Source: an optimization exercise on an open RTL-to-GDS flow (aim: small area). Production flows keep margins and buffers that such runs may drop.
Only simulation tests tie the RTL to the original design; equivalence was not proved.
The flow treats the clock pin as an ideal source, which a real chip does not have.
Power and IR drop assume default switching activity.

## flow/config.mk

```make
export PLATFORM = sky130hd
export DESIGN_NAME = jtag
export DESIGN_NICKNAME = jtag
export VERILOG_FILES = /design/flow/design.v
export SDC_FILE = /design/flow/constraint.sdc
export NUM_CORES = 4
export LEC_CHECK = 0
export CAP_MARGIN = 20
export CORE_MARGIN = 2
export CORE_UTILIZATION = 50
export SLEW_MARGIN = 20
```

## flow/flow/area.abc

```
&get -n
&st
&dch -f
&nf -R 1000
&put
topo
```

## flow/standard.sh

```bash
#!/bin/bash
# synth_recipe.tcl (not shown) runs the flow's synth.tcl, then flattens the netlist and writes it again
# the make line also repeats each setting of config.mk as NAME=value (left out here)
make -C /OpenROAD-flow-scripts/flow DESIGN_CONFIG=/design/flow/config.mk WORK_HOME=/design/flow/orfs CLKGATE_MAP_FILE= SYNTH_SCRIPT=/design/flow/synth_recipe.tcl "${@:-finish}"
```

## flow/constraint.sdc

```tcl
create_clock -name core_clock -period 10.0 [get_ports {TCK}]
set_input_delay 2.0000 -clock core_clock [delete_from_list [all_inputs] [get_ports {TCK}]]
set_output_delay 2.0000 -clock core_clock [all_outputs]
set_load 0.01 [all_outputs]
```

## flow/flow/run.sh

```bash
#!/bin/bash
# Own layout flow: the standard flow (standard.sh) with
#  - an area-oriented ABC script in synthesis (flow/my_synth.tcl, flow/area.abc),
#  - single-drive buffers on the ports,
#  - a clock tree of small clock buffers without dummy loads.
set -euo pipefail
here=$(pwd)
export MY_ABC_SCRIPT=$here/flow/area.abc
export PRE_CTS_TCL=$here/flow/clock_tree.tcl MY_CLK_K=4 MY_CLK_BUF=sky130_fd_sc_hd__clkbuf_16
export BUFFER_PORTS_ARGS="-buffer_cell sky130_fd_sc_hd__buf_1"
export CTS_ARGS="-sink_clustering_enable -repair_clock_nets -dont_use_dummy_load -buf_list {sky130_fd_sc_hd__clkbuf_2 sky130_fd_sc_hd__clkbuf_4 sky130_fd_sc_hd__clkbuf_8}"
sed "s#SYNTH_SCRIPT=[^ ]*#SYNTH_SCRIPT=$here/flow/my_synth.tcl #" standard.sh > my_standard.sh
grep -q "my_synth.tcl" my_standard.sh
bash my_standard.sh > standard_flow.log 2>&1
```

## flow/flow/clock_tree.tcl

```tcl
# Clock distribution: the registers are split into MY_CLK_K groups by
# position (k-means); each group gets one clock buffer (MY_CLK_BUF) at its
# centre, driven straight from the clock port. CTS then skips these nets.
set block [ord::get_db_block]
set dbu [[ord::get_db_tech] getDbUnitsPerMicron]
set K $::env(MY_CLK_K)
set pins {}
foreach it [[$block findNet TCK] getITerms] {
  set b [[$it getInst] getBBox]
  lappend pins [list [expr {([$b xMin] + [$b xMax]) / 2.0 / $dbu}] [expr {([$b yMin] + [$b yMax]) / 2.0 / $dbu}] [[$it getInst] getName]/[[$it getMTerm] getName]]
}
set n [llength $pins]
# initial centres: spread along the sorted x (then y) order
set sorted [lsort -real -index 0 $pins]
set cent {}
for {set k 0} {$k < $K} {incr k} {
  set p [lindex $sorted [expr {int(($k + 0.5) * $n / $K)}]]
  lappend cent [list [lindex $p 0] [lindex $p 1]]
}
for {set iter 0} {$iter < 50} {incr iter} {
  set sx {}; set sy {}; set sc {}
  for {set k 0} {$k < $K} {incr k} { lappend sx 0.0; lappend sy 0.0; lappend sc 0 }
  set assign {}
  foreach p $pins {
    set best 0; set bd 1e30
    for {set k 0} {$k < $K} {incr k} {
      set c [lindex $cent $k]
      set d [expr {abs([lindex $p 0] - [lindex $c 0]) + abs([lindex $p 1] - [lindex $c 1])}]
      if {$d < $bd} { set bd $d; set best $k }
    }
    lappend assign $best
    lset sx $best [expr {[lindex $sx $best] + [lindex $p 0]}]
    lset sy $best [expr {[lindex $sy $best] + [lindex $p 1]}]
    lset sc $best [expr {[lindex $sc $best] + 1}]
  }
  for {set k 0} {$k < $K} {incr k} {
    if {[lindex $sc $k] > 0} {
      lset cent $k [list [expr {[lindex $sx $k] / [lindex $sc $k]}] [expr {[lindex $sy $k] / [lindex $sc $k]}]]
    }
  }
}
set skip {}
for {set k 0} {$k < $K} {incr k} {
  set loads {}
  foreach p $pins a $assign { if {$a == $k} { lappend loads [get_pins [lindex $p 2]] } }
  if {[llength $loads] == 0} continue
  set c [lindex $cent $k]
  puts "clock group $k: [llength $loads] registers, buffer at $c"
  insert_buffer -buffer_cell $::env(MY_CLK_BUF) -net TCK -load_pins $loads -location $c -buffer_name clkleaf$k -net_name clknet_leaf$k
}
foreach it [[$block findNet TCK] getITerms] {
  lappend skip [[[[$it getInst] findITerm X] getNet] getName]
}
puts "clock nets made here: $skip"
set_cts_config -skip_nets $skip
```

## flow/flow/my_synth.tcl

```tcl
# The standard flow's synthesis script (synth_recipe.tcl), except that Yosys's abc pass
# runs the ABC script named by MY_ABC_SCRIPT (an area-oriented mapping)
# instead of ORFS's. Registers are mapped before abc, so they are unchanged.
proc synth {args} { yosys synth -nofsm -noshare {*}$args }
proc abc {args} {
  set i [lsearch -exact $args -script]
  if { $i >= 0 && [info exists ::env(MY_ABC_SCRIPT)] } {
    lset args [expr {$i + 1}] $::env(MY_ABC_SCRIPT)
  }
  yosys abc {*}$args
}
source $::env(SCRIPTS_DIR)/synth.tcl
# left out here: clear keep_hierarchy, flatten, clean up, hide names made inside functions, write 1_2_yosys.v
```

## flow/design.v

```verilog
module jtag (
	input TCK,
	input TDI,
	output TDO,
	input TMS,
	input HREADY,
	input HRESP,
	input [31:0] HRDATA,
	output HWRITE,
	output [1:0] HTRANS,
	output [31:0] HWDATA,
	output [31:0] HADDR
);
  localparam [3:0] TEST_LOGIC_RESET = 4'hf,
    RUN_TEST_IDLE = 4'hc,
    SELECT_DR_SCAN = 4'h7,
    CAPTURE_DR = 4'h6,
    SHIFT_DR = 4'h2,
    EXIT_1_DR = 4'h1,
    PAUSE_DR = 4'h3,
    EXIT_2_DR = 4'h0,
    UPDATE_DR = 4'h5,
    SELECT_IR_SCAN = 4'h4,
    CAPTURE_IR = 4'he,
    SHIFT_IR = 4'ha,
    EXIT_1_IR = 4'h9,
    PAUSE_IR = 4'hb,
    EXIT_2_IR = 4'h8,
    UPDATE_IR = 4'hd;
  localparam [2:0] I_BYPASS = 3'b000, I_OTHER = 3'b010, I_IDCODE = 3'b001,
                   I_WDATA = 3'b011, I_ADDR = 3'b100, I_RDATA = 3'b110;
  reg [3:0] state;
  reg [2:0] ins;
  reg [31:0] sr;      
  reg [31:0] ar;      
  reg [31:0] rd;      
  reg bp;             
  reg act;            
  always @(posedge TCK)
    case (state)
      TEST_LOGIC_RESET: state <= TMS ? TEST_LOGIC_RESET : RUN_TEST_IDLE;
      RUN_TEST_IDLE:    state <= TMS ? SELECT_DR_SCAN : RUN_TEST_IDLE;
      SELECT_DR_SCAN:   state <= TMS ? SELECT_IR_SCAN : CAPTURE_DR;
      CAPTURE_DR:       state <= TMS ? EXIT_1_DR : SHIFT_DR;
      SHIFT_DR:         state <= TMS ? EXIT_1_DR : SHIFT_DR;
      EXIT_1_DR:        state <= TMS ? UPDATE_DR : PAUSE_DR;
      PAUSE_DR:         state <= TMS ? EXIT_2_DR : PAUSE_DR;
      EXIT_2_DR:        state <= TMS ? UPDATE_DR : SHIFT_DR;
      UPDATE_DR:        state <= TMS ? SELECT_DR_SCAN : RUN_TEST_IDLE;
      SELECT_IR_SCAN:   state <= TMS ? TEST_LOGIC_RESET : CAPTURE_IR;
      CAPTURE_IR:       state <= TMS ? EXIT_1_IR : SHIFT_IR;
      SHIFT_IR:         state <= TMS ? EXIT_1_IR : SHIFT_IR;
      EXIT_1_IR:        state <= TMS ? UPDATE_IR : PAUSE_IR;
      PAUSE_IR:         state <= TMS ? EXIT_2_IR : PAUSE_IR;
      EXIT_2_IR:        state <= TMS ? UPDATE_IR : SHIFT_IR;
      default:          state <= TMS ? SELECT_DR_SCAN : RUN_TEST_IDLE;  
    endcase
  wire tlr   = state == TEST_LOGIC_RESET;
  wire cap_dr = state == CAPTURE_DR;
  wire sh_dr = state == SHIFT_DR;
  wire upd_dr = state == UPDATE_DR;
  wire cap_ir = state == CAPTURE_IR;
  wire sh_ir = state == SHIFT_IR;
  wire upd_ir = state == UPDATE_IR;
  wire is_b = ins == I_BYPASS;
  wire is_i = ins == I_IDCODE;
  wire is_s = ins[0];                    
  wire is_a = ins == I_ADDR;
  wire is_r = ins == I_RDATA;
  wire hw = ins[0];                      
  wire is_x = ins == I_WDATA || ins == I_RDATA;
  wire [3:0] ir = sr[31:28];
  reg [2:0] dec;
  always @*
    case (ir)
      4'b0000: dec = I_BYPASS;
      4'b1000: dec = I_IDCODE;
      4'b0100: dec = I_ADDR;
      4'b1100: dec = I_WDATA;
      4'b0010: dec = I_RDATA;
      default: dec = I_OTHER;
    endcase
  always @(posedge TCK)
    if (tlr) ins <= I_BYPASS;
    else if (upd_ir) ins <= dec;
  wire s_cap = cap_ir || (cap_dr && is_s);
  wire s_sh = sh_ir || (sh_dr && is_s);
  wire s_capi = cap_dr && is_i;
  wire s_hold = !(s_cap || s_sh);
  always @(posedge TCK)
    sr <= ({32{s_capi}} & 32'hf0f0f0f0) | ({32{s_sh}} & {TDI, sr[31:1]}) | ({32{s_hold}} & sr);
  wire a_sh = sh_dr && is_a;
  wire a_hold = !(a_sh || tlr);
  always @(posedge TCK)
    ar <= ({32{a_sh}} & {TDI, ar[31:1]}) | ({32{a_hold}} & ar);
  wire r_sh = sh_dr && is_r;
  wire r_ld = act && !hw;
  wire r_hold = !(r_sh || r_ld || tlr);
  always @(posedge TCK)
    rd <= ({32{r_sh}} & {TDI, rd[31:1]}) | ({32{r_ld}} & HRDATA) | ({32{r_hold}} & rd);
  always @(posedge TCK)
    if (tlr || (cap_dr && is_b)) bp <= 1'b0;
    else if (sh_dr && is_b) bp <= TDI;
  always @(posedge TCK)
    act <= upd_dr && HREADY && is_x;
  assign HTRANS = {act, 1'b0};
  assign HWRITE = hw;
  assign HADDR = ar;
  assign HWDATA = sr;
  assign TDO = is_a ? ar[0] : is_r ? rd[0] : is_s ? sr[0] : bp;
endmodule
```

==> summary.txt, run 1 <==
Cell area after synthesis = 3470 um^2
Setup TNS = 0 ps
First-pass GRT wire length = 12000 um
Delay-heaviest family, CP = flip-flops
Worst Path Arrival = 1620 ps
Status = complete, no violations
Clock transition at path regs = 100 ps
Ys Warns = 1
Setup-failing EPs final = 0
Rows = 30
Die area = 7630 um^2
Crit end category = output pin
Register area share after synthesis = 60.5%
Pin count of the biggest net entering global routing = 35
Worst-path cell chain = nand3b_1 -> o21ai_0 -> a21oi_1 -> buf_1
PD cells = 260 nW/um^2
XOR/XNOR share of the synthesized area = 0%
Layout area overhead = 19.9%
Crit path buf inv count = 1
Via count = 2888
Synth Instances = 300
Mux cell area share after synthesis = 0.576%
Final Wtd Congestion = 0.860
I/O pins = 105
Ranking of synthesized cells by area = dfxtp_1, a22o_1, a222oi_1, a221o_1, clkinv_1
CTS tree = done
Clock Power Share = 20.0%
CP startpoint = ins[0]$_SDFFE_PP0N_
VDD IR max = 145 uV
Switching Fraction = 33.4%
Final hold vios = 0
HP Class = reg2reg
Post-route ant nets = 0
Worst Path Required = 8000 ps
Number of global-route vias before repair = 2519
Setup Buffers After CTS = 0
Crit-path slowest cell = dfxtp_1
WL/cell = 15.0 um
Crit Path Category = reg2out
Max frequency = 0.276 GHz
P_sw = 362 uW
Worst slew pin tran = 702 ps
DR iter-0 viols = 200
Synth top area share = 60.5%
Clk_skew = 40.4 ps
Largest family of logic cells by synthesized area = compound AO/OA/AOI/OAI gates
Combinational power share = 26.0%
Internal cell power = 723 uW
Chip height = 87.4 um
Avg Cell Area, Syn = 11.6 um^2
CP peak stage delay = 540 ps
Compound-gate portion of the synthesized area = 29.0%
Core area = 6760 um^2
Hold Buf Count CTS = 0
Design area = 4170 um^2
Vias/cell = 5.86
CTS resizes = 0
Post-Synth Adder-Cell Area = 0%
Post-DP HPWL = 4890 um
Yosys cell types = 24
Yosys reg bits = 105
Initial antenna violation count = 0
FF+latch area = 2100 um^2
Startpoint Class = flop
Initial Util = 51.4%
Post-synthesis simple-gate area fraction = 5.73%
Final Critical Period = 3620 ps
Max-slew headroom = 53.1%
Fillcell total = 616
RSZ-0062 raised after global routing = false
Max-Cap Viols = 0
IO buf count = 102
DRT Wirelength = 7380 um
Tcrit/Tclk final = 36.2%
Synth area leader = dfxtp_1
Synthesized Nets = 337
Clk Latency, worst-skew pair = 440 ps
Dpl cell area = 4020 um^2
Overflow left after global routing = 0
Area occupied by multi-input gates = 1270 um^2
Flop pwr share = 54.0%
Max Fanout on Critical Path = 11
ANT cells = 0
Ratio of cells with drive above 1 in the final layout = 5.08%
Pins over their slew limit = 0
Leak pwr = 0.00152 uW
Hold Path Origin = rd[20]$_DFF_P_
DR DRC count = 0
Die Width = 87.4 um
TritonCTS Buffers = 3
Worst r2r src = state[1]$_DFF_P_
1st-pass router iterations = 5
Post-layout net count = 452
Gr usage total = 19.0%
[per-stage QoR]
stage | worst slack (ps) | cells | hold slack (ps) | utilization, % | total power, uW
finish | 6380 | 493 | 473 | 61.7 | 1090
global route | 6250 | 493 | 488 | 61.7 | 1160
floorplan | 6260 | 300 | 430 | - | 773
CTS | 6370 | 493 | 475 | 61.6 | 1100
detailed placement | 6810 | 486 | 451 | 59.5 | 876
global placement | 6810 | 486 | 446 | 59.4 | 866
[worst register-to-register path, stage by stage (launching register included)]
cell and delay [ps]:
dfxtp_1 420, clkinv_1 160, nor2_1 290, nand2_1 210
nor2_2 150, buf_4 320, nor3_2 80, buf_4 260
a222oi_1 310, clkinv_1 110
[power by group through the flow]
stage	clock [uW]	combinational [uW]	sequential (uW)
after floorplan	0	176	596
after global placement	0	277	589
after detailed placement	0	284	593
after CTS	228	285	585
after global routing	241	320	599
final	217	282	586
[cells in the final DEF (no fill, tap or decap), types with 2 or more instances in the layout]
cell,count
dfxtp_1,105
a21oi_1,5
clkbuf_16,4
nor4_1,2
mux2i_1,2
nor2_4,2
a211oi_1,2
a222oi_1,32
nor3_1,2
clkinv_1,34
a311oi_1,2
clkbuf_8,3
nor2_1,13
nand2_1,15
a22o_1,48
nand3b_1,2
o21ai_0,2
nor3b_1,2
buf_1,102
a221o_1,17
nor2_2,2
buf_4,6
[final cells by class, clock buffers not listed]
type,instances,share of cell area [%]
Sequential cell,105,50.5
Inverter,34,3.06
Tap cell,80,2.40
Multi-Input combinational cell,159,30.4
Timing Repair Buffer,108,10.3
[per-layer routing]
layer / track usage (%) / wire length (um) / share of wire [%]
met2: 28.5 / 3360 / 46
met4: 5.03 / 71 / 0.96
met3: 5.59 / 547 / 7.4
met5: 0 / 0 / 0
met1: 26.9 / 3400 / 46
[synthesized netlist by cell type]
master,number
a211oi_1,2
a21boi_0,1
a21oi_1,5
a221o_1,17
a222oi_1,32
a22o_1,48
a311oi_1,2
a41oi_1,1
buf_4,2
clkinv_1,34
conb_1,1
dfxtp_1,105
mux2i_1,2
nand2_1,15
nand3b_1,2
nand4_1,1
nor2_1,17
nor2b_1,1
nor3_1,3
nor3b_1,2
nor4_1,2
nor4b_1,1
o211ai_1,1
o21ai_0,3
[worst paths after layout]
path	to	depth (start not counted)	slack [ps]
min reg2reg	rd[20]$_DFF_P_	2	470
max	TDO	4	6380
max reg2reg	rd[25]$_DFF_P_	9	7610
min	rd[20]$_DFF_P_	2	470
[state kept, by name (all words and copies together), names as in the netlist]
name and count:
bp 1, sr 32, rd 32, act 1, ar 32, ins 3, state 4
[kinds of logic (layout without fill, tap and decap cells)]
group | after synthesis | after routing
AND/OR/NAND/NOR | 44 | 44
multiplexers | 2 | 2
AO/OA/AOI/OAI | 112 | 112
other | 1 | 1
buffers and inverters | 36 | 149
flip-flops | 105 | 105
==> run 2: changes to the inputs <==
==> flow/flow/area.abc (replaced) <==
&get -n
&st
&syn2
&dc2
&dch -f
&nf -R 1000
&put
topo
--- a/flow/flow/clock_tree.tcl
+++ b/flow/flow/clock_tree.tcl
@@ -39,7 +39,7 @@
     }
   }
 }
-set skip {}
+set skip {TCK}
 for {set k 0} {$k < $K} {incr k} {
   set loads {}
   foreach p $pins a $assign { if {$a == $k} { lappend loads [get_pins [lindex $p 2]] } }
==> summary.txt, run 2 <==
DRT Wirelength = 7250 um (-1.8%)
Final Wtd Congestion = 0.776 (-9.8%)
CP startpoint = ins[0]$_SDFFE_PP0N_
WL/cell = 15.3 um (+1.9%)
Setup Buffers After CTS = 0 (unchanged)
Clock Power Share = 17.8% (-2.2 points)
Commonest non-fill, non-tap cell in the layout = dfxtp_1
Count of flip-flops with a built-in enable after synthesis = 0 (unchanged)
Pin count of the biggest net entering global routing = 34 (-2.9%)
Ys Warns = 1 (unchanged)
Pins over their slew limit = 0 (unchanged)
Max frequency = 0.303 GHz (+9.7%)
CP peak stage delay = 570 ps (+30 ps)
CTS resizes = 0 (unchanged)
Die Width = 87.0 um (-0.45%)
Hold Buf Count CTS = 0 (unchanged)
Setup TNS = 0 ps (unchanged)
Post-synth top cells = dfxtp_1, a22o_1, clkinv_1
Ratio of cells with drive above 1 in the final layout = 3.80% (-1.3 points)
Overflow left after global routing = 0 (unchanged)
Core area = 6720 um^2 (-0.56%)
Ys flop type = dfxtp_1
Worst-path cell chain = nand2b_1 -> o21ai_0 -> o22ai_1 -> buf_1
Synth area leader = dfxtp_1
Layout area overhead = 18.5%
First-pass GRT wire length = 11600 um (-2.9%)
Cells after DPL = 471 (-3.1%)
Setup-failing EPs final = 0 (unchanged)
ANT cells = 0 (unchanged)
VDD IR max = 172 uV (+18%)
Switching Fraction = 31.6% (-1.7 points)
Yosys reg bits = 105 (unchanged)
Cell area after synthesis = 3440 um^2 (-0.94%)
Leak pwr = 0.00149 uW (-2.5%)
PD cells = 236 nW/um^2 (-9.3%)
Crit Path Category = reg2out
HP Class = reg2reg
I/O pins = 105 (unchanged)
Final Critical Period = 3300 ps (-319 ps)
Chip height = 87.0 um (-0.45%)
Crit end category = output pin
DR iter-0 viols = 342 (+71%)
DR WL met2 = 3200 um (-4.9%)
Initial antenna violation count = 0 (unchanged)
Avg Cell Area, Syn = 12.0 um^2 (+3.9%)
Post-layout net count = 434 (-4.0%)
Max-slew headroom = 30.8% (-22 points)
Gr usage total = 18.0% (-1.0 points)
Post-DP HPWL = 4700 um (-4.0%)
Rows = 30 (unchanged)
Most frequent cells in the layout = dfxtp_1, buf_1, a22o_1
Worst slew pin tran = 1030 ps (+331 ps)
Max Fanout on Critical Path = 11 (unchanged)
Synth Instances = 286 (-4.7%)
Final core utilization = 60.7% (-0.96 points)
Worst Path Required = 8000 ps (about the same)
Number of global-route vias before repair = 2304 (-8.5%)
Fillcell total = 625 (+1.5%)
Post-route ant nets = 0 (unchanged)
Register area share after synthesis = 61.1% (+0.57 points)
Hold Path Origin = rd[1]$_DFF_P_
IO buf count = 102 (unchanged)
Vias/cell = 5.95 (+1.5%)
Synth top area share = 61.1% (+0.57 points)
Ranking of synthesized cells by area = dfxtp_1, a22o_1, a222oi_1, a221o_1, clkinv_1
Clock transition at path regs = 100 ps (about the same)
Initial Util = 51.2% (-0.20 points)
Final hold vios = 0 (unchanged)
Clk Latency, worst-skew pair = 160 ps (-280 ps)
Status = complete, no violations
Biggest regs = ar (32), rd (32), sr (32)
DR DRC count = 0 (unchanged)
Most frequent cell after synthesis = dfxtp_1
Max-Cap Viols = 0 (unchanged)
Clk_skew = 15.3 ps (-25.1 ps)
P_sw = 304 uW (-16%)
FFs w/ async S/R, synth = 0% (unchanged)
Synthesized Nets = 323 (-4.2%)
Crit-path slowest cell = dfxtp_1
Die area = 7560 um^2 (-0.89%)
Via count = 2824 (-2.2%)
Wl on met1 = 3480 um (+2.4%)
Tcrit/Tclk final = 33.0% (-3.2 points)
Internal cell power = 659 uW (-8.9%)
Combinational power share = 24.0% (-2.0 points)
Worst r2r src = state[1]$_DFF_P_
Yosys cell types = 29 (+21%)
Startpoint Class = flop
Non-Filler Instances = 475 (-3.7%)
Met3 routed WL = 503 um (-8.0%)
1st-pass router iterations = 6 (+1)
Worst Path Arrival = 1300 ps (-320 ps)
Uppermost layer routed = met4
Flop pwr share = 58.2% (+4.2 points)
RSZ-0062 raised after global routing = false
[run 2: final timing paths]
kind / endpoint / slack, ps / cells past startpoint
setup reg to reg: rd[22]$_DFF_P_ / 7570 / 7
hold reg to reg: rd[1]$_DFF_P_ / 480 / 2
setup / recovery: TDO / 6700 / 4
hold / removal: rd[1]$_DFF_P_ / 480 / 2
[run 2: logic make-up after synthesis]
logic type | Yosys count | share of synthesized area (%)
multiplexers | 1 | 0.291
XOR/XNOR | 1 | 0.254
buffers and inverters | 35 | 4.03
flip-flops | 105 | 61.1
AO/OA/AOI/OAI | 112 | 29.3
other | 1 | 0.109
AND/OR/NAND/NOR | 31 | 4.91
[run 2: layout make-up, clock buffers not listed]
cell class / count / area (um^2) / area share, %
Sequential cell: 105 / 2100 / 51.5
Multi-Input combinational cell: 146 / 1230 / 30.2
Timing Repair Buffer: 107 / 420 / 10.3
Inverter: 33 / 124 / 3.04
Tap cell: 80 / 100 / 2.45
[run 2: per-stage QoR]
step,power [uW],setup slack (ps),cell area (um^2),hold WS (ps)
floorplan,706,6280,3440,434
global placement,794,6890,3970,445
detailed placement,802,6890,3980,450
CTS,940,6880,4080,451
global route,1020,6510,4080,496
finish,963,6700,4080,476
[run 2: per-layer routing]
metal  GRT usage, %  up-vias
met4           1.56        0
li1               -     1368
met3           3.22        7
met5              0        -
met2           26.3       87
met1           28.7     1362
[run 2: critical path: cells and delay by family (launching register included)]
kind / cells / cell delay [ps]
AOI/OAI and AO/OA: 2 / 220
buffers and inverters: 1 / 170
DFF: 1 / 570
and+or+nand+nor: 1 / 200
[run 2: power groups by stage]
stage	logic [uW]	registers [uW]	clock network [uW]
4_1_cts	234	571	136
2_1_floorplan	130	576	0
6_report	231	561	172
3_3_place_gp	228	566	0
5_1_grt	257	574	193
3_5_place_dp	233	569	0
==> run 3: changes to the inputs <==
==> flow/flow/run.sh (replaced) <==
#!/bin/bash
# Own layout flow: the standard flow (standard.sh) with
#  - an area-oriented ABC script in synthesis (flow/my_synth.tcl, flow/area.abc);
#    registers are mapped before ABC runs, so they are the standard synthesis's,
#  - single-drive buffers (buf_1) on the ports,
#  - the clock distributed by flow/clock_tree.tcl before CTS: the registers are
#    split by position into four groups, each driven by one clkbuf_16 that the
#    clock port drives directly; CTS then has no net left to build.
# Every tool's output goes to the ORFS logs under orfs/logs, and make's own
# output to standard_flow.log.
set -euo pipefail
here=$(pwd)
export MY_ABC_SCRIPT=$here/flow/area.abc
export PRE_CTS_TCL=$here/flow/clock_tree.tcl MY_CLK_K=4 MY_CLK_BUF=sky130_fd_sc_hd__clkbuf_16
export BUFFER_PORTS_ARGS="-buffer_cell sky130_fd_sc_hd__buf_1"
export CTS_ARGS="-sink_clustering_enable -repair_clock_nets -dont_use_dummy_load"
sed "s#SYNTH_SCRIPT=[^ ]*#SYNTH_SCRIPT=$here/flow/my_synth.tcl #" standard.sh > my_standard.sh
grep -q "my_synth.tcl" my_standard.sh
bash my_standard.sh > standard_flow.log 2>&1
--- a/flow/config.mk
+++ b/flow/config.mk
@@ -7,5 +7,5 @@
 export LEC_CHECK = 0
 export CAP_MARGIN = 20
 export CORE_MARGIN = 2
-export CORE_UTILIZATION = 50
+export CORE_UTILIZATION = 70
 export SLEW_MARGIN = 20
==> summary.txt, run 3 <==
Status = complete, no violations
Via count = 2917 (+3.3%)
Worst Path Required = 8000 ps (about the same)
Synth Instances = 286 (unchanged)
Crit-path slowest cell = dfxtp_1
Number of global-route vias before repair = 2376 (+3.1%)
DR iter-0 viols = 303 (-11%)
Setup TNS = 0 ps (unchanged)
Final Critical Period = 3370 ps (+60.4 ps)
Yosys cell types = 29 (unchanged)
R2r setup slk = 7020 ps (-550 ps)
Worst-path cell chain = nand2b_1 -> o21ai_0 -> o22ai_1 -> buf_1
Pre-CTS setup slack = 6870 ps (-15.1 ps)
Register area share after synthesis = 61.1% (unchanged)
Final Wtd Congestion = 0.763 (-1.6%)
Synth top area share = 61.1% (unchanged)
Biggest regs = ar (32), rd (32), sr (32)
RSZ-0062 raised after global routing = false
I/O pins = 105 (unchanged)
Pin count of the biggest net entering global routing = 34 (unchanged)
Clock Power Share = 17.8% (about the same)
Synth area leader = dfxtp_1
Ratio of cells with drive above 1 in the final layout = 3.32% (-0.48 points)
Die area = 5490 um^2 (-27%)
Max-Cap Viols = 0 (unchanged)
Switching Fraction = 32.2% (+0.61 points)
Clk Latency, worst-skew pair = 160 ps (about the same)
Worst Path Arrival = 1370 ps (+70 ps)
Synthesized Nets = 323 (unchanged)
Clk_skew = 22.9 ps (+7.60 ps)
Cell area after synthesis = 3440 um^2 (unchanged)
Startpoint Class = flop
Chip height = 74.1 um (-15%)
VDD IR max = 196 uV (+14%)
Most frequent cells in the layout = dfxtp_1, buf_1, a22o_1
Rows = 25 (-17%)
HP Class = reg2reg
Worst r2r src = state[1]$_DFF_P_
Reg-to-reg endpoint = rd[29]$_DFF_P_
Hold Path Origin = rd[15]$_DFF_P_
Post-route ant nets = 0 (unchanged)
Hold Buf Count CTS = 0 (unchanged)
Layout area overhead = 17.6%
1st-pass router iterations = 9 (+3)
Vias/cell = 6.36 (+6.9%)
Yosys reg bits = 105 (unchanged)
Most frequent cell after synthesis = dfxtp_1
CTS resizes = 0 (unchanged)
Ys flop type = dfxtp_1
Core area = 4720 um^2 (-30%)
Hold path depth = 2 (unchanged)
Ys Warns = 1 (unchanged)
Die Width = 74.1 um (-15%)
Count of flip-flops with a built-in enable after synthesis = 0 (unchanged)
PD cells = 240 nW/um^2 (+1.7%)
Commonest non-fill, non-tap cell in the layout = dfxtp_1
Avg Cell Area, Syn = 12.0 um^2 (unchanged)
ANT cells = 0 (unchanged)
Pins over their slew limit = 0 (unchanged)
Tcrit/Tclk final = 33.7% (+0.60 points)
Max frequency = 0.297 GHz (-1.8%)
Internal cell power = 659 uW (about the same)
Crit end category = output pin
FFs w/ async S/R, synth = 0% (unchanged)
P_sw = 313 uW (+2.9%)
WL/cell = 16.3 um (+6.8%)
Post-synth top cells = dfxtp_1, a22o_1, clkinv_1
Final core utilization = 85.7% (+25 points)
First-pass GRT wire length = 11100 um (-5.0%)
Initial antenna violation count = 0 (unchanged)
CP peak stage delay = 590 ps (+20 ps)
IO buf count = 102 (unchanged)
Post-DP HPWL = 4900 um (+4.3%)
Combinational power share = 24.0% (about the same)
Post-layout net count = 431 (-0.69%)
Final setup margin = 6630 ps (-60.4 ps)
Setup-failing EPs final = 0 (unchanged)
Overflow left after global routing = 0 (unchanged)
Ranking of synthesized cells by area = dfxtp_1, a22o_1, a222oi_1, a221o_1, clkinv_1
Final hold vios = 0 (unchanged)
Leak pwr = 0.00147 uW (-1.1%)
Total chip power = 972 uW (+0.89%)
Crit Path Category = reg2out
Clock transition at path regs = 100 ps (about the same)
Max Fanout on Critical Path = 11 (unchanged)
Gr usage total = 24.7% (+6.6 points)
Initial Util = 72.9% (+22 points)
WHS Endpoint = rd[15]$_DFF_P_
Worst slew pin tran = 1140 ps (+103 ps)
DR DRC count = 0 (unchanged)
Flop pwr share = 58.1% (about the same)
Reg2Reg Depth = 6 (-1)
Setup Buffers After CTS = 0 (unchanged)
DRT Wirelength = 7480 um (+3.2%)
Max-slew headroom = 24.2% (-6.6 points)
## run 3: cell counts after synthesis
Identical to the previous run, type by type.
## run 3: power by group through the flow
stage               sequential, uW  combinational (uW)  clock, uW
floorplan                      576                 130          0
global placement               563                 223          0
detailed placement             569                 231          0
CTS                            571                 232        136
global route                   575                 256        189
finish                         565                 234        173
## run 3: worst max path at each step
| stage | from | slack [ps] | cells after the start | to |
|---|---|---|---|---|
| finish | ins[0]$_SDFFE_PP0N_ | 6630 | 4 | TDO |
| global route | ins[0]$_SDFFE_PP0N_ | 6590 | 4 | TDO |
| CTS | ins[0]$_SDFFE_PP0N_ | 6860 | 4 | TDO |
| detailed placement | ins[0]$_SDFFE_PP0N_ | 6870 | 4 | TDO |
| global placement | ins[0]$_SDFFE_PP0N_ | 6890 | 4 | TDO |
| floorplan | ins[0]$_SDFFE_PP0N_ | 6280 | 3 | sr[12]$_DFF_P_ |
## run 3: through the flow
| stage | hold WS [ps] | area, um^2 | cells |
|---|---|---|---|
| floorplan | 434 | 3440 | 286 |
| global placement | 444 | 3930 | 455 |
| finish | 477 | 4050 | 459 |
| detailed placement | 451 | 3930 | 455 |
| CTS | 453 | 4030 | 459 |
| global route | 490 | 4050 | 459 |
## run 3: cell families after synthesis
kind of cell,synth area share [%]
DFF,61.1
other,0.109
AOI/OAI and AO/OA,29.3
buffers and inverters,4.03
xor gates and xnor gates,0.254
and+or+nand+nor,4.91
muxes,0.291
## run 3: worst max-delay path, delay by kind of cell (launching register included)
family | cells | cell delay (ps)
AOI/OAI and AO/OA | 2 | 240
buffers and inverters | 1 | 170
DFF | 1 | 590
and+or+nand+nor | 1 | 210
## run 3: layer usage
layer,vias to the layer above,GRT usage [%],share of wire [%]
met1,1403,36.5,43
li1,1367,-,-
met3,12,2.85,7.4
met4,0,3.64,1.9
met2,135,40.2,48
met5,-,0,0
## run 3: layout make-up, clock buffers not listed
cell class                      count  area (um^2)
Tap cell                           67         83.8
Sequential cell                   105         2100
Multi-Input combinational cell    146         1240
Timing Repair Buffer              104          398
Inverter                           33          124
Fill cell                         258          677
==> run 4: changes to the inputs <==
--- a/flow/config.mk
+++ b/flow/config.mk
@@ -7,5 +7,5 @@
 export LEC_CHECK = 0
 export CAP_MARGIN = 20
 export CORE_MARGIN = 2
-export CORE_UTILIZATION = 70
+export CORE_UTILIZATION = 50
 export SLEW_MARGIN = 20
==> summary.txt, run 4 <==
Fillcell total = 625 (+140%)
Synthesized Nets = 323 (unchanged)
Cell area after synthesis = 3440 um^2 (unchanged)
Clock transition at path regs = 100 ps (about the same)
Leak pwr = 0.00149 uW (+1.1%)
Startpoint Class = flop
Ranking of synthesized cells by area = dfxtp_1, a22o_1, a222oi_1, a221o_1, clkinv_1
Tcrit/Tclk final = 33.0% (-0.60 points)
Worst r2r src = state[1]$_DFF_P_
Rows = 30 (+20%)
Biggest regs = ar (32), rd (32), sr (32)
DRT Wirelength = 7250 um (-3.1%)
Synth top area share = 61.1% (unchanged)
ANT cells = 0 (unchanged)
Delay-heaviest family, CP = flip-flops
Hold Buf Count CTS = 0 (unchanged)
Post-layout net count = 434 (+0.70%)
Crit Path Category = reg2out
Reg-to-reg endpoint = rd[22]$_DFF_P_
I/O pins = 105 (unchanged)
Setup Buffers After CTS = 0 (unchanged)
Most frequent cell after synthesis = dfxtp_1
HP Class = reg2reg
Ys Warns = 1 (unchanged)
Post-DP HPWL = 4700 um (-4.1%)
Worst-path cell chain = nand2b_1 -> o21ai_0 -> o22ai_1 -> buf_1
Count of flip-flops with a built-in enable after synthesis = 0 (unchanged)
Setup TNS = 0 ps (unchanged)
Post-route ant nets = 0 (unchanged)
Via count = 2824 (-3.2%)
PD cells = 236 nW/um^2 (-1.7%)
IO buf count = 102 (unchanged)
CP peak stage delay = 570 ps (-20 ps)
Hold Path Origin = rd[1]$_DFF_P_
Register area share after synthesis = 61.1% (unchanged)
Yosys cell types = 29 (unchanged)
Max Fanout on Critical Path = 11 (unchanged)
Worst slew pin tran = 1030 ps (-103 ps)
Synth Instances = 286 (unchanged)
Overflow left after global routing = 0 (unchanged)
CTS resizes = 0 (unchanged)
Setup-failing EPs final = 0 (unchanged)
Final Critical Period = 3300 ps (-60.4 ps)
Clk_skew = 15.3 ps (-7.60 ps)
Pins over their slew limit = 0 (unchanged)
Crit end category = output pin
Die area = 7560 um^2 (+38%)
Final Wtd Congestion = 0.776 (+1.7%)
Synth area leader = dfxtp_1
Worst Path Arrival = 1300 ps (-70 ps)
Die Width = 87.0 um (+17%)
Gr usage total = 18.0% (-6.6 points)
Max frequency = 0.303 GHz (+1.8%)
Yosys reg bits = 105 (unchanged)
Post-synth top cells = dfxtp_1, a22o_1, clkinv_1
Most frequent cells in the layout = dfxtp_1, buf_1, a22o_1
Commonest non-fill, non-tap cell in the layout = dfxtp_1
RSZ-0062 raised after global routing = false
WHS Endpoint = rd[1]$_DFF_P_
FFs w/ async S/R, synth = 0% (unchanged)
Core area = 6720 um^2 (+42%)
Vias/cell = 5.95 (-6.4%)
WL/cell = 15.3 um (-6.3%)
Initial antenna violation count = 0 (unchanged)
DR DRC count = 0 (unchanged)
VDD IR max = 172 uV (-13%)
Layout area overhead = 18.5%
Ys flop type = dfxtp_1
Max-Cap Viols = 0 (unchanged)
Crit path buf inv count = 1 (unchanged)
DR iter-0 viols = 342 (+13%)
Clk Latency, worst-skew pair = 160 ps (about the same)
R2r setup slk = 7570 ps (+550 ps)
Pin count of the biggest net entering global routing = 34 (unchanged)
Max-slew headroom = 30.8% (+6.6 points)
Ratio of cells with drive above 1 in the final layout = 3.80% (+0.48 points)
Hold path depth = 2 (unchanged)
Chip height = 87.0 um (+17%)
Status = complete, no violations
Avg Cell Area, Syn = 12.0 um^2 (unchanged)
Crit-path slowest cell = dfxtp_1
Final hold vios = 0 (unchanged)
Reg2Reg Depth = 7 (+1)
Worst Path Required = 8000 ps (about the same)
Number of global-route vias before repair = 2304 (-3.0%)
Final core utilization = 60.7% (-25 points)
Initial Util = 51.2% (-22 points)
1st-pass router iterations = 6 (-3)
First-pass GRT wire length = 11600 um (+5.3%)
-- run 4: cell counts after synthesis --
No cell type changed its count.
-- run 4: area by class of cell, clock buffers not listed --
| cell class | count | area, um^2 | share of cell area, % |
|---|---|---|---|
| sequential | 105 | 2100 | 51.5 |
| multi-input combinational | 146 | 1230 | 30.2 |
| timing repair buffer | 107 | 420 | 10.3 |
| inverter | 33 | 124 | 3.04 |
| tap | 80 | 100 | 2.45 |
-- run 4: per-layer routing --
layer  track usage, %  share of wire, %
met4             1.56              0.94
met3             3.22               6.9
met2             26.3                44
met5                0                 0
met1             28.7                48
-- run 4: cells by family (layout without fill, tap and decap cells) --
kind of cell,count (synthesis),in the layout,synth area share [%]
and+or+nand+nor,31,31,4.91
xor gates and xnor gates,1,1,0.254
buffers and inverters,35,144,4.03
muxes,1,1,0.291
DFF,105,105,61.1
AOI/OAI and AO/OA,112,112,29.3
other,1,1,0.109
-- run 4: how the worst max path moves through the flow --
| stage | end | cells past startpoint | start | slack (ps) |
|---|---|---|---|---|
| floorplan | sr[12]$_DFF_P_ | 3 | ins[0]$_SDFFE_PP0N_ | 6280 |
| global placement | TDO | 4 | ins[0]$_SDFFE_PP0N_ | 6890 |
| detailed placement | TDO | 4 | ins[0]$_SDFFE_PP0N_ | 6890 |
| CTS | TDO | 4 | ins[0]$_SDFFE_PP0N_ | 6880 |
| global route | TDO | 4 | ins[0]$_SDFFE_PP0N_ | 6510 |
| finish | TDO | 4 | ins[0]$_SDFFE_PP0N_ | 6700 |
-- run 4: through the flow --
| step | instances | hold slack (ps) | total power, uW | setup WS (ps) | cell area [um^2] |
|---|---|---|---|---|---|
| 3_3_place_gp | 471 | 445 | 794 | 6890 | 3970 |
| 3_5_place_dp | 471 | 450 | 802 | 6890 | 3980 |
| 2_1_floorplan | 286 | 434 | 706 | 6280 | 3440 |
| 4_1_cts | 475 | 451 | 940 | 6880 | 4080 |
| 6_report | 475 | 476 | 963 | 6700 | 4080 |
| 5_1_grt | 475 | 496 | 1020 | 6510 | 4080 |
-- run 4: report_power, final --
part           internal, uW  total (uW)  switching, uW
clock                  73.5         172           98.0
sequential              487         561           73.9
combinational          98.4         231            133
total                   659         963            304
-- run 4: tightest hold or removal path, stage by stage, from the launching register on --
cell      delay [ps]
dfxtp_1          340
a222oi_1          70
clkinv_1          40
==> run 5: changes to the inputs <==
--- a/flow/design.v
+++ b/flow/design.v
@@ -33,7 +33,6 @@
   reg [2:0] ins;
   reg [31:0] sr;      
   reg [31:0] ar;      
-  reg [31:0] rd;      
   reg bp;             
   reg act;            
   always @(posedge TCK)
@@ -93,11 +92,17 @@
   wire a_hold = !(a_sh || tlr);
   always @(posedge TCK)
     ar <= ({32{a_sh}} & {TDI, ar[31:1]}) | ({32{a_hold}} & ar);
+  reg [31:0] rq;
+  reg rp;
   wire r_sh = sh_dr && is_r;
   wire r_ld = act && !hw;
   wire r_hold = !(r_sh || r_ld || tlr);
+  wire r_in = TDI ^ rp;                  
   always @(posedge TCK)
-    rd <= ({32{r_sh}} & {TDI, rd[31:1]}) | ({32{r_ld}} & HRDATA) | ({32{r_hold}} & rd);
+    rq <= ~(({32{r_sh}} & {r_in, rq[31:1]}) | ({32{r_ld}} & HRDATA) | ({32{r_hold}} & rq));
+  always @(posedge TCK)
+    rp <= tlr || r_ld || !rp;
+  wire rd0 = rq[0] ^ rp;
   always @(posedge TCK)
     if (tlr || (cap_dr && is_b)) bp <= 1'b0;
     else if (sh_dr && is_b) bp <= TDI;
@@ -107,5 +112,5 @@
   assign HWRITE = hw;
   assign HADDR = ar;
   assign HWDATA = sr;
-  assign TDO = is_a ? ar[0] : is_r ? rd[0] : is_s ? sr[0] : bp;
+  assign TDO = is_a ? ar[0] : is_r ? rd0 : is_s ? sr[0] : bp;
 endmodule
==> summary.txt, run 5 <==
Die area = 7400 um^2 (-2.1%)
Worst-path cell chain = a21oi_1 -> a311oi_1 -> a221oi_1 -> a31oi_1 -> buf_1
Max-slew headroom = 51.7% (+21 points)
Final Wtd Congestion = 0.867 (+12%)
Synth top area share = 63.1% (+2.0 points)
Clk Latency, worst-skew pair = 170 ps (about the same)
Startpoint Class = flop
DR WL met2 = 3190 um (-0.25%)
Setup Buffers After CTS = 0 (unchanged)
Leak pwr = 0.00153 uW (+2.7%)
Met3 routed WL = 472 um (-6.2%)
Max frequency = 0.278 GHz (-8.1%)
Yosys reg bits = 106 (+0.95%)
Synth area leader = dfxtp_1
Largest family of logic cells by synthesized area = compound AO/OA/AOI/OAI gates
Layout area overhead = 19.6%
Hold Path Origin = rp$_DFF_P_
Crit-path slowest cell = dfxtp_1
Worst Path Required = 8000 ps (about the same)
Post-layout net count = 412 (-5.1%)
WHS Endpoint = rp$_DFF_P_
Final hold vios = 0 (unchanged)
Biggest regs = ar (32), rq (32), sr (32)
CTS resizes = 0 (unchanged)
Post-Synth Adder-Cell Area = 0% (unchanged)
Ys Warns = 1 (unchanged)
Rows = 29 (-3.3%)
Reg2Reg Depth = 8 (+1)
IO buf count = 102 (unchanged)
Hold Worst Slack = 432 ps (-43.8 ps)
DRT Wirelength = 7070 um (-2.4%)
Post-synth top cells = dfxtp_1, a22o_1, a222oi_1
First-pass GRT wire length = 11400 um (-2.3%)
Chip height = 86.0 um (-1.1%)
I/O pins = 105 (unchanged)
Ranking of synthesized cells by area = dfxtp_1, a22o_1, a222oi_1, a221o_1, nor2_1
Post-DP HPWL = 4640 um (-1.2%)
Cell area after synthesis = 3360 um^2 (-2.3%)
Synthesized Nets = 299 (-7.4%)
Avg Cell Area, Syn = 12.8 um^2 (+6.7%)
Worst Path Arrival = 1600 ps (+300 ps)
Count of flip-flops with a built-in enable after synthesis = 0 (unchanged)
Final setup margin = 6400 ps (-290 ps)
Initial antenna violation count = 0 (unchanged)
Pin count of the biggest net entering global routing = 35 (+2.9%)
Status = complete, no violations
1st-pass router iterations = 8 (+2)
PD cells = 275 nW/um^2 (+16%)
Max-Cap Viols = 0 (unchanged)
Core area = 6420 um^2 (-4.4%)
Most frequent cells in the layout = dfxtp_1, buf_1, a22o_1
Gr usage total = 17.8% (-0.18 points)
VDD IR max = 176 uV (+2.8%)
R2r setup slk = 7650 ps (+80 ps)
Clock transition at path regs = 110 ps (about the same)
Non-Filler Instances = 450 (-5.3%)
Clk_skew = 19.4 ps (+4.12 ps)
Mux cell area share after synthesis = 0% (-0.29 points)
ANT cells = 0 (unchanged)
Compound-gate portion of the synthesized area = 30.0% (+0.64 points)
Ys flop type = dfxtp_1
Commonest non-fill, non-tap cell in the layout = dfxtp_1
Uppermost layer routed = met4
Pins over their slew limit = 0 (unchanged)
Hold path depth = 1 (-1)
Post-route ant nets = 0 (unchanged)
Post-synthesis simple-gate area fraction = 5.02% (+0.11 points)
WL/cell = 15.7 um (+3.0%)
Number of global-route vias before repair = 2379 (+3.3%)
Via count = 2774 (-1.8%)
XOR/XNOR share of the synthesized area = 1.04% (+0.79 points)
Pre-CTS setup slack = 6590 ps (-299 ps)
Reg-to-reg endpoint = rq[8]$_DFF_P_
DR DRC count = 0 (unchanged)
Ratio of cells with drive above 1 in the final layout = 5.09% (+1.3 points)
Final Critical Period = 3600 ps (+290 ps)
Tcrit/Tclk final = 36.0% (+2.9 points)
Most frequent cell after synthesis = dfxtp_1
Wl on met1 = 3320 um (-4.6%)
CP peak stage delay = 530 ps (-40 ps)
Synth Instances = 262 (-8.4%)
Vias/cell = 6.16 (+3.7%)
Yosys cell types = 29 (unchanged)
DR iter-0 viols = 247 (-28%)
Worst slew pin tran = 723 ps (-310 ps)
Crit Path Category = reg2out
Overflow left after global routing = 0 (unchanged)
Die Width = 86.0 um (-1.1%)
FFs w/ async S/R, synth = 0% (unchanged)
HP Class = reg2reg
Hold Buf Count CTS = 0 (unchanged)
RSZ-0062 raised after global routing = false
Worst r2r src = state[1]$_DFF_P_
Crit end category = output pin
Final core utilization = 62.7% (+2.0 points)
Register area share after synthesis = 63.1% (+2.0 points)
Setup TNS = 0 ps (unchanged)
Setup-failing EPs final = 0 (unchanged)
Initial Util = 52.4% (+1.2 points)
Cells after DPL = 446 (-5.3%)
Max Fanout on Critical Path = 9 (-2)
run 5: cell types whose count changed in the layout (fill, tap and decap cells not counted), sizes merged, moves of 2 or more:
cell,previous run,this run
clkinv,33,3
xnor2,0,2
nor3,5,3
nand2b,3,1
buf,107,109
a21oi,2,4
nor2,7,13
run 5: critical path, delay by kind of cell (launching register included):
family,cells,cell delay [ps]
compound gates,4,740
flops,1,530
buf+inv,1,170
run 5: kinds of logic (layout without fill, tap and decap cells):
group	after synthesis	in the layout
AOI/OAI and AO/OA	112	112
DFF	106	106
and+or+nand+nor	34	34
buffers and inverters	5	116
xor gates and xnor gates	4	4
other	1	1
run 5: cell type report, clock buffers not listed:
type / instances / area, um^2
Multi-Input combinational cell: 151 / 1260
Timing Repair Buffer: 109 / 439
Tap cell: 77 / 96.3
Inverter: 3 / 11.3
Fill cell: 572 / 2400
Sequential cell: 106 / 2120
run 5: worst max-delay path by stage:
| stage | to | startpoint | slack [ps] | cells after the start |
|---|---|---|---|---|
| after floorplan | rq[0]$_DFF_P_ | state[1]$_DFF_P_ | 4960 | 6 |
| after global placement | TDO | ins[1]$_SDFFE_PP0N_ | 6620 | 5 |
| after detailed placement | TDO | ins[1]$_SDFFE_PP0N_ | 6590 | 5 |
| after CTS | TDO | ins[1]$_SDFFE_PP0N_ | 6590 | 5 |
| after global routing | TDO | ins[1]$_SDFFE_PP0N_ | 6280 | 5 |
| final | TDO | ins[1]$_SDFFE_PP0N_ | 6400 | 5 |
run 5: per-stage QoR:
stage / instance area (um^2) / total power [uW]
2_1_floorplan: 3360 / 835
3_3_place_gp: 3910 / 929
3_5_place_dp: 3920 / 943
4_1_cts: 4020 / 1080
5_1_grt: 4030 / 1180
6_report: 4030 / 1110
run 5: routing by layer:
| metal | vias up | global-route usage, % |
|---|---|---|
| met3 | 7 | 2.50 |
| met1 | 1340 | 27.2 |
| met5 | - | 0 |
| met2 | 92 | 27.5 |
| met4 | 0 | 2.74 |
| li1 | 1335 | - |
run 5: power by group:
group	switching, uW	internal (uW)	total (uW)
clock	98.9	73.6	172
combinational	153	130	283
sequential	102	549	651
==> run 6: changes to the inputs <==
--- a/flow/design.v
+++ b/flow/design.v
@@ -62,12 +62,12 @@
   wire sh_ir = state == SHIFT_IR;
   wire upd_ir = state == UPDATE_IR;
   wire is_b = ins == I_BYPASS;
-  wire is_i = ins == I_IDCODE;
+  wire is_i = ins[0] && !ins[1];         
   wire is_s = ins[0];                    
-  wire is_a = ins == I_ADDR;
-  wire is_r = ins == I_RDATA;
+  wire is_a = ins[2] && !ins[1];         
+  wire is_r = ins[2] && ins[1];          
   wire hw = ins[0];                      
-  wire is_x = ins == I_WDATA || ins == I_RDATA;
+  wire is_x = ins[1] && (ins[0] || ins[2]);  
   wire [3:0] ir = sr[31:28];
   reg [2:0] dec;
   always @*
@@ -112,5 +112,5 @@
   assign HWRITE = hw;
   assign HADDR = ar;
   assign HWDATA = sr;
-  assign TDO = is_a ? ar[0] : is_r ? rd0 : is_s ? sr[0] : bp;
+  assign TDO = ins[2] ? (ins[1] ? rd0 : ar[0]) : (ins[0] ? sr[0] : bp);
 endmodule
--- a/flow/flow/run.sh
+++ b/flow/flow/run.sh
@@ -1,7 +1,8 @@
 #!/bin/bash
 # Own layout flow: the standard flow (standard.sh) with
-#  - an area-oriented ABC script in synthesis (flow/my_synth.tcl, flow/area.abc);
-#    registers are mapped before ABC runs, so they are the standard synthesis's,
+#  - synthesis (flow/my_synth.tcl) that maps the logic with each ABC script
+#    flow/abc_*.script and keeps the smallest mapping; registers are mapped
+#    before ABC runs, so they are the standard synthesis's,
 #  - single-drive buffers (buf_1) on the ports,
 #  - the clock distributed by flow/clock_tree.tcl before CTS: the registers are
 #    split by position into four groups, each driven by one clkbuf_16 that the
@@ -10,7 +11,7 @@
 # output to standard_flow.log.
 set -euo pipefail
 here=$(pwd)
-export MY_ABC_SCRIPT=$here/flow/area.abc
+export MY_ABC_SCRIPTS="$(ls $here/flow/abc_*.script | tr '\n' ' ')"
 export PRE_CTS_TCL=$here/flow/clock_tree.tcl MY_CLK_K=4 MY_CLK_BUF=sky130_fd_sc_hd__clkbuf_16
 export BUFFER_PORTS_ARGS="-buffer_cell sky130_fd_sc_hd__buf_1"
 export CTS_ARGS="-sink_clustering_enable -repair_clock_nets -dont_use_dummy_load"
==> flow/flow/abc_a3.script (new file) <==
&get -n
&st
&dch -f
&nf -R 1000
&put
topo
==> flow/flow/abc_b4.script (new file) <==
&get -n
&st
&dc2
&dch -f
&nf -R 1000
&put
topo
==> flow/flow/abc_c3.script (new file) <==
&get -n
&st
&syn2
&dc2
&dch -f
&nf -R 1000
&put
topo
==> flow/flow/abc_e2.script (new file) <==
&get -n
&st
&deepsyn -T 20
&dch -f
&nf -R 1000
&put
topo
==> flow/flow/abc_e4.script (new file) <==
&get -n
&st
&deepsyn -T 20
&dch -f
&nf -R 1000 -p
&put
topo
==> flow/flow/my_synth.tcl (replaced) <==
# The standard flow's synthesis script (synth_recipe.tcl), except that Yosys's abc pass is
# run once with each ABC script listed in MY_ABC_SCRIPTS (area-oriented
# mappings) and the mapping with the smallest cell area is kept. Registers are
# mapped before abc runs, so they are the same as in the standard synthesis.
proc synth {args} { yosys synth -nofsm -noshare {*}$args }
proc abc {args} {
  set i [lsearch -exact $args -script]
  set l [lsearch -exact $args -liberty]
  if { $i < 0 || $l < 0 || ![info exists ::env(MY_ABC_SCRIPTS)] } {
    yosys abc {*}$args
    return
  }
  set lib [lindex $args [expr {$l + 1}]]
  yosys design -save abc_in
  set best_area 1e30
  set best ""
  foreach script $::env(MY_ABC_SCRIPTS) {
    yosys design -load abc_in
    set a $args
    lset a [expr {$i + 1}] $script
    yosys abc {*}$a
    set rpt [yosys tee -q -s result.string stat -liberty $lib]
    if { ![regexp {Chip area for module [^:]*: ([0-9.]+)} $rpt -> area] } { continue }
    puts "abc with $script: cell area $area"
    if { $area < $best_area } {
      set best_area $area
      set best $script
      yosys design -save abc_best
    }
  }
  puts "abc: keeping the mapping of $best (cell area $best_area)"
  yosys design -load abc_best
}
source $::env(SCRIPTS_DIR)/synth.tcl
# left out here: clear keep_hierarchy, flatten, clean up, hide names made inside functions, write 1_2_yosys.v
--- a/flow/config.mk
+++ b/flow/config.mk
@@ -5,7 +5,7 @@
 export SDC_FILE = /design/flow/constraint.sdc
 export NUM_CORES = 4
 export LEC_CHECK = 0
-export CAP_MARGIN = 20
+export CAP_MARGIN = 0
 export CORE_MARGIN = 2
 export CORE_UTILIZATION = 50
-export SLEW_MARGIN = 20
+export SLEW_MARGIN = 0
removed: flow/flow/area.abc
==> summary.txt, run 6 <==
Rows = 29 (unchanged)
Initial Util = 52.1% (-0.29 points)
Post-DP HPWL = 4550 um (-1.9%)
Worst Path Required = 8000 ps (about the same)
Hold Buf Count CTS = 0 (unchanged)
Yosys cell types = 27 (-6.9%)
Reg2Reg Depth = 5 (-3)
Flop pwr share = 58.9% (about the same)
Final Wtd Congestion = 0.801 (-7.6%)
R2r setup slk = 7130 ps (-520 ps)
Worst-path cell chain = mux2i_1 -> o21ai_0 -> buf_1
Die area = 7320 um^2 (-1.1%)
Post-route ant nets = 0 (unchanged)
Commonest non-fill, non-tap cell in the layout = dfxtp_1
Most frequent cell after synthesis = dfxtp_1
Synth area leader = dfxtp_1
Max Fanout on Critical Path = 7 (-2)
FFs w/ async S/R, synth = 0% (unchanged)
Gr usage total = 17.5% (-0.32 points)
Startpoint Class = flop
Yosys reg bits = 106 (unchanged)
1st-pass router iterations = 7 (-1)
Most frequent cells in the layout = dfxtp_1, buf_1, a22o_1
Cells after DPL = 439 (-1.6%)
Reg-to-reg endpoint = ar[2]$_DFF_P_
CTS resizes = 0 (unchanged)
Synth Instances = 258 (-1.5%)
Count of flip-flops with a built-in enable after synthesis = 0 (unchanged)
Initial antenna violation count = 0 (unchanged)
Post-synth top cells = dfxtp_1, a22o_1, a222oi_1
Non-Filler Instances = 443 (-1.6%)
RSZ-0062 raised after global routing = false
DRT Wirelength = 6950 um (-1.8%)
DR DRC count = 0 (unchanged)
Layout area overhead = 18.5%
Register area share after synthesis = 63.8% (+0.71 points)
Clock transition at path regs = 90 ps (-20 ps)
CP peak stage delay = 520 ps (about the same)
Worst slew pin tran = 1230 ps (+503 ps)
HP Class = reg2reg
Hold Path Origin = rp$_DFF_P_
Max-slew headroom = 18.2% (-34 points)
Cell area after synthesis = 3330 um^2 (-1.1%)
Leak pwr = 0.00152 uW (-0.56%)
Via count = 2706 (-2.5%)
Crit-path slowest cell = dfxtp_1
Ys flop type = dfxtp_1
Switching Fraction = 31.8% (-0.21 points)
Synth top area share = 63.8% (+0.71 points)
ANT cells = 0 (unchanged)
Tcrit/Tclk final = 31.3% (-4.6 points)
DR iter-0 viols = 225 (-8.9%)
PD cells = 276 nW/um^2 (+0.39%)
Pin count of the biggest net entering global routing = 35 (unchanged)
Synthesized Nets = 295 (-1.3%)
Status = complete, no violations
Internal cell power = 742 uW (-1.4%)
Ratio of cells with drive above 1 in the final layout = 3.83% (-1.3 points)
Biggest regs = ar (32), rq (32), sr (32)
Crit Path Category = reg2out
Setup TNS = 0 ps (unchanged)
P_sw = 346 uW (-2.3%)
Setup-failing EPs final = 0 (unchanged)
Die Width = 85.6 um (-0.53%)
Ranking of synthesized cells by area = dfxtp_1, a22o_1, a222oi_1, a221o_1, nor2_1
Hold path depth = 1 (unchanged)
Worst Path Arrival = 1130 ps (-470 ps)
Final hold vios = 0 (unchanged)
WL/cell = 15.7 um (-0.22%)
Worst r2r src = state[1]$_DFF_P_
Chip height = 85.6 um (-0.53%)
Pins over their slew limit = 0 (unchanged)
First-pass GRT wire length = 11100 um (-2.5%)
Combinational power share = 25.1% (-0.5 points)
Max-Cap Viols = 0 (unchanged)
I/O pins = 105 (unchanged)
Post-layout net count = 405 (-1.7%)
Ys Warns = 1 (unchanged)
Final Critical Period = 3130 ps (-461 ps)
Crit end category = output pin
Setup Buffers After CTS = 0 (unchanged)
Vias/cell = 6.11 (-0.91%)
Number of global-route vias before repair = 2301 (-3.3%)
VDD IR max = 193 uV (+9.2%)
Max frequency = 0.319 GHz (+15%)
Avg Cell Area, Syn = 12.9 um^2 (+0.42%)
Clk_skew = 14.9 ps (-4.53 ps)
IO buf count = 102 (unchanged)
WHS Endpoint = rp$_DFF_P_
Overflow left after global routing = 0 (unchanged)
Clock Power Share = 16.0% (+0.4 points)
Clk Latency, worst-skew pair = 160 ps (about the same)
Core area = 6390 um^2 (-0.57%)
## run 6: cell type report, clock buffers not listed
type | instances | area [um^2]
Fill cell | 560 | 2440
Inverter | 2 | 7.51
Multi-Input combinational cell | 148 | 1200
Sequential cell | 106 | 2120
Tap cell | 77 | 96.3
Timing Repair Buffer | 106 | 413
## run 6: how the worst max path moves through the flow
stage	startpoint	to	cells past startpoint
finish	ins[0]$_SDFFE_PP0N_	TDO	3
global placement	ins[0]$_SDFFE_PP0N_	TDO	3
floorplan	state[1]$_DFF_P_	rq[0]$_DFF_P_	4
CTS	ins[0]$_SDFFE_PP0N_	TDO	3
detailed placement	ins[0]$_SDFFE_PP0N_	TDO	3
global route	ins[0]$_SDFFE_PP0N_	TDO	3
## run 6: worst max-delay path, delay by kind of cell (launching register included)
family / cells / cell delay, ps
flops: 1 / 520
mux: 1 / 230
buf+inv: 1 / 140
compound gates: 1 / 90
## run 6: layer usage
| layer | up-vias | track usage (%) | wire length (um) |
|---|---|---|---|
| li1 | 1314 | - | - |
| met1 | 1300 | 26.3 | 3310 |
| met2 | 87 | 28.8 | 3140 |
| met3 | 5 | 2.02 | 454 |
| met4 | 0 | 1.15 | 40 |
| met5 | - | 0 | 0 |
## run 6: cells by family (layout without fill, tap and decap cells)
logic type             Yosys count  in the layout  share of synthesized area, %
AO/OA/AOI/OAI                  108            108                          29.5
XOR/XNOR                         2              2                         0.527
buffers and inverters            4            112                         0.677
flip-flops                     106            106                          63.8
multiplexers                     1              1                         0.301
other                            1              1                         0.113
AND/OR/NAND/NOR                 36             36                          5.08
## run 6: metrics by stage
stage,setup WS [ps],cell area [um^2],hold slack (ps),utilization (%),total power [uW]
floorplan,6390,3330,395,-,825
global placement,7040,3840,402,60.2,916
detailed placement,7050,3840,408,60.2,924
CTS,7050,3940,408,61.7,1060
global route,6720,3940,447,61.7,1160
finish,6870,3940,427,61.7,1090
## run 6: power by group through the flow
stage	registers [uW]	clock network, uW	logic, uW
after floorplan	645	0	180
after global placement	645	0	270
after detailed placement	646	0	278
after CTS	650	136	277
after global routing	656	195	306
final	641	174	274
==> run 7: changes to the inputs <==
--- a/flow/config.mk
+++ b/flow/config.mk
@@ -5,7 +5,7 @@
 export SDC_FILE = /design/flow/constraint.sdc
 export NUM_CORES = 4
 export LEC_CHECK = 0
-export CAP_MARGIN = 0
+export CAP_MARGIN = 20
 export CORE_MARGIN = 2
 export CORE_UTILIZATION = 50
-export SLEW_MARGIN = 0
+export SLEW_MARGIN = 20
==> summary.txt, run 7 <==
Status = complete, no violations
Number of global-route vias before repair = 2317 (+0.70%)
Initial antenna violation count = 0 (unchanged)
Worst Path Required = 8000 ps (about the same)
Final Wtd Congestion = 0.801 (unchanged)
Ranking of synthesized cells by area = dfxtp_1, a22o_1, a222oi_1, a221o_1, nor2_1
Via count = 2685 (-0.78%)
Setup Buffers After CTS = 0 (unchanged)
Mux cell area share after synthesis = 0.301% (unchanged)
Post-route ant nets = 0 (unchanged)
Clk Latency, worst-skew pair = 170 ps (about the same)
Worst Path Arrival = 1110 ps (-20 ps)
Synth top area share = 63.8% (unchanged)
Crit Path Category = reg2out
Avg Cell Area, Syn = 12.9 um^2 (unchanged)
Leak pwr = 0.00152 uW (+0.13%)
DRT Wirelength = 6930 um (-0.30%)
Core area = 6390 um^2 (unchanged)
PD cells = 276 nW/um^2 (-0.13%)
Clk_skew = 17.8 ps (+2.91 ps)
Final hold vios = 0 (unchanged)
Tcrit/Tclk final = 31.1% (-0.23 points)
Synth area leader = dfxtp_1
Chip height = 85.6 um (unchanged)
Final core utilization = 61.9% (+0.18 points)
Worst-path cell chain = mux2i_1 -> o21ai_0 -> buf_1
Die area = 7320 um^2 (unchanged)
Yosys cell types = 27 (unchanged)
FFs w/ async S/R, synth = 0% (unchanged)
Cell area after synthesis = 3330 um^2 (unchanged)
VDD IR max = 181 uV (-5.9%)
Max frequency = 0.321 GHz (+0.74%)
First-pass GRT wire length = 11000 um (-0.69%)
Worst slew pin tran = 691 ps (-535 ps)
Post-layout net count = 405 (unchanged)
Count of flip-flops with a built-in enable after synthesis = 0 (unchanged)
Hold Buf Count CTS = 0 (unchanged)
Layout area overhead = 18.8%
Ys Warns = 1 (unchanged)
Most frequent cells in the layout = dfxtp_1, buf_1, a22o_1
Total chip power = 1090 uW (+0.16%)
Max-Cap Viols = 0 (unchanged)
Gr usage total = 17.5% (about the same)
Post-Synth Adder-Cell Area = 0% (unchanged)
CP peak stage delay = 510 ps (about the same)
Ys flop type = dfxtp_1
Setup-failing EPs final = 0 (unchanged)
Crit end category = output pin
WL/cell = 15.6 um (-0.30%)
Final Critical Period = 3110 ps (-23.1 ps)
Flop pwr share = 58.9% (about the same)
Register area share after synthesis = 63.8% (unchanged)
HP Class = reg2reg
Clock Power Share = 15.9% (about the same)
P_sw = 347 uW (+0.18%)
Rows = 29 (unchanged)
CTS resizes = 0 (unchanged)
Max Fanout on Critical Path = 7 (unchanged)
Overflow left after global routing = 0 (unchanged)
Initial Util = 52.1% (unchanged)
Vias/cell = 6.06 (-0.78%)
Crit-path slowest cell = dfxtp_1
IO buf count = 102 (unchanged)
Max-slew headroom = 53.8% (+36 points)
Internal cell power = 744 uW (+0.15%)
Startpoint Class = flop
Synthesized Nets = 295 (unchanged)
DR iter-0 viols = 255 (+13%)
Setup TNS = 0 ps (unchanged)
Most frequent cell after synthesis = dfxtp_1
Yosys reg bits = 106 (unchanged)
Compound-gate portion of the synthesized area = 29.5% (unchanged)
DR DRC count = 0 (unchanged)
Pins over their slew limit = 0 (unchanged)
Post-DP HPWL = 4550 um (about the same)
Largest family of logic cells by synthesized area = compound AO/OA/AOI/OAI gates
Switching Fraction = 31.8% (about the same)
Clock transition at path regs = 90 ps (about the same)
I/O pins = 105 (unchanged)
Post-synth top cells = dfxtp_1, a22o_1, a222oi_1
RSZ-0062 raised after global routing = false
1st-pass router iterations = 11 (+4)
Post-synthesis simple-gate area fraction = 5.08% (unchanged)
XOR/XNOR share of the synthesized area = 0.527% (unchanged)
Combinational power share = 25.2% (about the same)
Ratio of cells with drive above 1 in the final layout = 4.10% (+0.27 points)
Biggest regs = ar (32), rq (32), sr (32)
Die Width = 85.6 um (unchanged)
Synth Instances = 258 (unchanged)
Commonest non-fill, non-tap cell in the layout = dfxtp_1
ANT cells = 0 (unchanged)
Pin count of the biggest net entering global routing = 35 (unchanged)
run 7: cell counts after synthesis:
Identical to the previous run, type by type.
run 7: critical path: cells and delay by family, from the launching register on:
kind / cells / cell delay [ps]
buffers and inverters: 1 / 140
AOI/OAI and AO/OA: 1 / 80
muxes: 1 / 220
DFF: 1 / 510
run 7: per-stage QoR:
stage          worst slack [ps]  instances  hold WS (ps)  cell area, um^2
4_1_cts                    7050        443           408             3950
6_report                   6890        443           425             3950
5_1_grt                    6730        443           448             3950
3_3_place_gp               7040        439           402             3840
2_1_floorplan              6390        258           395             3330
3_5_place_dp               7050        439           408             3850
run 7: metal layers:
layer,global-route usage (%),vias to the layer above,share of wire (%)
met5,0,-,0
met4,1.59,0,0.79
met3,2.02,5,6.7
met2,28.9,84,47
met1,25.9,1287,46
li1,-,1309,-
run 7: power by group through the flow:
stage	Sequential [uW]	Clock [uW]	Combinational (uW)
2_1_floorplan	645	0	180
3_3_place_gp	645	0	270
3_5_place_dp	647	0	278
4_1_cts	650	136	278
5_1_grt	657	195	309
6_report	642	173	275
run 7: cells by family after synthesis:
kind of cell / after synthesis
AO/OA/AOI/OAI: 108
flip-flops: 106
AND/OR/NAND/NOR: 36
buffers and inverters: 4
XOR/XNOR: 2
multiplexers: 1
other: 1
run 7: cell type report, clock buffers not listed:
cell class	count	area, um^2
Inverter	2	7.51
Fill cell	564	2430
Multi-Input combinational cell	148	1210
Tap cell	77	96.3
Timing Repair Buffer	106	413
Sequential cell	106	2120
run 7: final timing paths:
| kind | from | endpoint | slack [ps] | cells past startpoint |
|---|---|---|---|---|
| max reg2reg | state[1]$_DFF_P_ | ar[9]$_DFF_P_ | 7750 | 5 |
| min | rp$_DFF_P_ | rp$_DFF_P_ | 430 | 1 |
| min reg2reg | rp$_DFF_P_ | rp$_DFF_P_ | 430 | 1 |
| max | ins[0]$_SDFFE_PP0N_ | TDO | 6890 | 3 |

[what the ideal ports hide]
In the flow no input, the clock included, has a driving cell. The finished layouts below were timed again as built, in two steps. Step 1 assumes that a clkbuf_16 drives the clock port and a buf_2 every other input. Step 2 times the ports against the registers' clock, not the clock port: input delays grow and output delays shrink by t, the midpoint of the rising clock arrivals with the driver on. Three values: ideal ports, drivers, drivers and shift; two values: the first two.
| run | shift t [ns] | slack for setup (ns) | worst hold slack (ns) |
|---|---|---|---|
| run 1 | 0.451 | 6.376 / 6.343 / 6.794 | 0.473 / 0.473 / 0.473 |
| run 2 | 0.226 | 6.695 / 6.623 / 6.848 | 0.476 / 0.476 / 0.476 |
| run 3 | 0.226 | 6.635 / 6.560 / 6.786 | 0.477 / 0.477 / 0.477 |
| run 4 | 0.226 | 6.695 / 6.623 / 6.848 | 0.476 / 0.476 / 0.476 |
| run 5 | 0.233 | 6.405 / 6.329 / 6.562 | 0.432 / 0.432 / 0.432 |
| run 6 | 0.228 | 6.866 / 6.794 / 7.022 | 0.427 / 0.427 / 0.427 |
| run 7 | 0.232 | 6.889 / 6.815 / 7.047 | 0.425 / 0.425 / 0.425 |
After both steps every run listed still meets setup and hold.
